Context: an optimization exercise on an open-source flow, tuned for small area and a short achievable clock period. The choices shown serve that exercise and are no tape-out recipe. At most, simulation tests tie the RTL to the original design; equivalence was not proved.

==> inputs of cedar <==
==> flow/design.v (excerpt) <==
module image_enhance (
    input  logic        clk,
    input  logic        reset,
    input  logic        stall,
    input  logic [80:0] img,
    input  logic [71:0] fil,
    input  logic [8:0]  add_img,
    output logic [29:0] out
);
    logic [80:0] g_r;
    logic [71:0] f_r;
    logic        v1;      
    always_ff @(posedge clk) begin
        if (!stall) begin
            g_r <= img;
            f_r <= fil;
        end
    end
    logic pp1;
    logic pp2;
    logic pp3;
    logic pp4;
    logic pp5;
    logic pp6;
    logic pp7;
    logic pp8;
    logic pp9;
    logic pp10;
    logic pp11;
    logic pp12;
    logic pp13;
    logic pp14;
    logic pp15;
    logic pp16;
    logic pp17;
    logic pp18;
    logic pp19;
    logic pp20;
    logic pp21;
    logic pp22;
    logic pp23;
    logic pp24;
    logic pp25;
    logic pp26;
    logic pp27;
    logic pp28;
    logic pp29;
    logic pp30;
    logic pp31;
    logic pp32;
    logic pp33;
    logic pp34;
    logic pp35;
    logic pp36;
    logic pp37;
    logic pp38;
    logic pp39;
    logic pp40;
    logic pp41;
    logic pp42;
    logic pp43;
    logic pp44;
    logic pp45;
    logic pp46;
    logic pp47;
    logic pp48;
    logic pp49;
    logic pp50;
    logic pp51;
    logic pp52;
    logic pp53;
    logic pp54;
    logic pp55;
    logic pp56;
    logic pp57;
    logic pp58;
    logic pp59;
    logic pp60;
    logic pp61;
    logic pp62;
    logic pp63;
    logic pp64;
    logic pp65;
    logic pp66;
    logic pp67;
    logic pp68;
    logic pp69;
    logic pp70;
    logic pp71;
    logic pp72;
    logic pp73;
    logic pp74;
    logic pp75;
    logic pp76;
    logic pp77;
    logic pp78;
    logic pp79;
    logic pp80;
    logic pp81;
    logic pp82;
    logic pp83;
    logic pp84;
    logic pp85;
    logic pp86;
    logic pp87;
    logic pp88;
    logic pp89;
    logic pp90;
    logic pp91;
    logic pp92;
    logic pp93;
    logic pp94;
    logic pp95;
    logic pp96;
    logic pp97;
    logic pp98;
    logic pp99;
    logic pp100;
    logic pp101;
    logic pp102;
    logic pp103;
    logic pp104;
    logic pp105;
    logic pp106;
    logic pp107;
    logic pp108;
    logic pp109;
    logic pp110;
    logic pp111;
  ...
Settings: LEC_CHECK=0, CAP_MARGIN=20, CORE_MARGIN=2, CORE_UTILIZATION=50, CTS_BUF_LIST=sky130_fd_sc_hd__clkbuf_8 sky130_fd_sc_hd__clkbuf_4, SLEW_MARGIN=20; clock period 20.0 ns.
standard.sh (not shown) runs the stock make flow with config.mk's settings and CLKGATE_MAP_FILE= SYNTH_SCRIPT=/design/flow/synth_recipe.tcl, a recipe that flattens the netlist after the stock synthesis.
==> flow/flow/run.sh <==
#!/bin/bash
# Layout flow: the standard synthesis, then a netlist pass that removes
# inverters around the full-adder cells (flow/invopt.py), then the standard
# ORFS flow from floorplan to finish with the settings in flow/settings.txt.
set -euo pipefail
R=orfs/results/sky130hd/image_enhance/base
bash standard.sh synth > synth.log 2>&1
python3 flow/invopt.py $R/1_2_yosys.v $R/1_2_yosys_invopt.v > invopt.log 2>&1
cp $R/1_2_yosys.v $R/1_2_yosys_orig.v
cp $R/1_2_yosys_invopt.v $R/1_2_yosys.v
rm -f $R/1_synth.odb $R/1_synth.sdc
mapfile -t EXTRA < flow/settings.txt
bash standard.sh "${EXTRA[@]}" finish > finish.log 2>&1
==> flow/flow/settings.txt <==
SETUP_SLACK_MARGIN=15.0
BUFFER_PORTS_ARGS=-buffer_cell sky130_fd_sc_hd__buf_1
Other scripts of this flow, unchanged in this note and not shown: flow/flow/invopt.py
==> indigo: changes against cedar <==
--- a/flow/design.v
+++ b/flow/design.v
@@ -3985,23 +3985,17 @@
         if (!stall) begin
             xh_r <= x[19:3];
             xn_r <= x[19] & (|x[2:0]);
         end
     end
     logic signed [16:0] o_r;
-    logic               o_s;
     always_ff @(posedge clk) begin
-        if (reset) begin
-            o_r <= 17'd0;
-            o_s <= 1'b0;
-        end else if (!stall) begin
-            o_r <= d3 ? xh_r + {16'd0, xn_r} : 17'd0;
-            o_s <= d3 & xh_r[16] & ~(xn_r & (&xh_r[15:0]));
-        end
+        if (reset) o_r <= 17'd0;
+        else if (!stall) o_r <= d3 ? xh_r + {16'd0, xn_r} : 17'd0;
     end
-    assign out = {{7{o_s}}, {7{o_r[16]}}, o_r[15:0]};
+    assign out = {{13{o_r[16]}}, o_r};
     always_ff @(posedge clk) begin
         if (reset) begin
             v1 <= 1'b0;
             s2 <= 1'b0;
             d2 <= 1'b0;
             d3 <= 1'b0;
==> flow/flow/settings.txt (replaced) <==
SETUP_SLACK_MARGIN=15.3
BUFFER_PORTS_ARGS=-buffer_cell sky130_fd_sc_hd__buf_1
Settings changed: CORE_UTILIZATION 50 to 30, CTS_BUF_LIST sky130_fd_sc_hd__clkbuf_8 sky130_fd_sc_hd__clkbuf_4 to not set.
==> garnet: changes against cedar <==
Settings changed: CORE_UTILIZATION 50 to 30, CTS_BUF_LIST sky130_fd_sc_hd__clkbuf_8 sky130_fd_sc_hd__clkbuf_4 to not set.
==> summary of the runs <==
- In cedar the clock-buffer cell count is higher than in garnet, by 23.
- The highest setup slack belongs to indigo, the lowest to cedar.
- Global-route usage, highest first: cedar, garnet, indigo.
==> figures <==
metric	cedar	indigo	garnet
Run status	complete, no violations	complete, no violations	complete, no violations
Footprint of the multi-input gates	17650 sq um	17750 sq um	17650 sq um
Final min period	5202 ps	5135 ps	5158 ps
Core Footprint	52450 sq um	86750 sq um	87020 sq um
Final core occ	56.63%	36.13%	35.05%
Global routing met1 resource utilization	40.50%	25.72%	27.23%
Met2 demand-to-capacity share in global routing	47.68%	31.18%	30.21%
Total number of tap cells	688	1155	1155
No functional check of the RTL was part of cedar and garnet.

[afterwards: timing with drivers on the ports]
The results above use ideal ports. As a check the final layouts listed here were re-extracted and re-timed, cells and wires unchanged.
Step 1: set_driving_cell puts a clkbuf_16 on clk and a buf_2 on each other input, an assumption about the parent block.
Step 2 times the ports against the registers' clock, not the clock port: input delays grow and output delays shrink by t, the midpoint of the rising clock arrivals with the driver on.
a / b / c = ideal / step 1 / step 2; a / b = the first two.
run	shift t [ns]	slack for setup (ns)	pins driven straight from the clock port
cedar	0.702	14.798 / 14.738 / 14.366	1
indigo	0.631	14.865 / 14.799 / 14.738	1
garnet	0.686	14.842 / 14.776 / 14.398	1
After both steps every run listed still meets setup and hold. The setup slack of garnet, which loses most, moves by -0.066 ns with the drivers and by -0.444 ns with both steps.
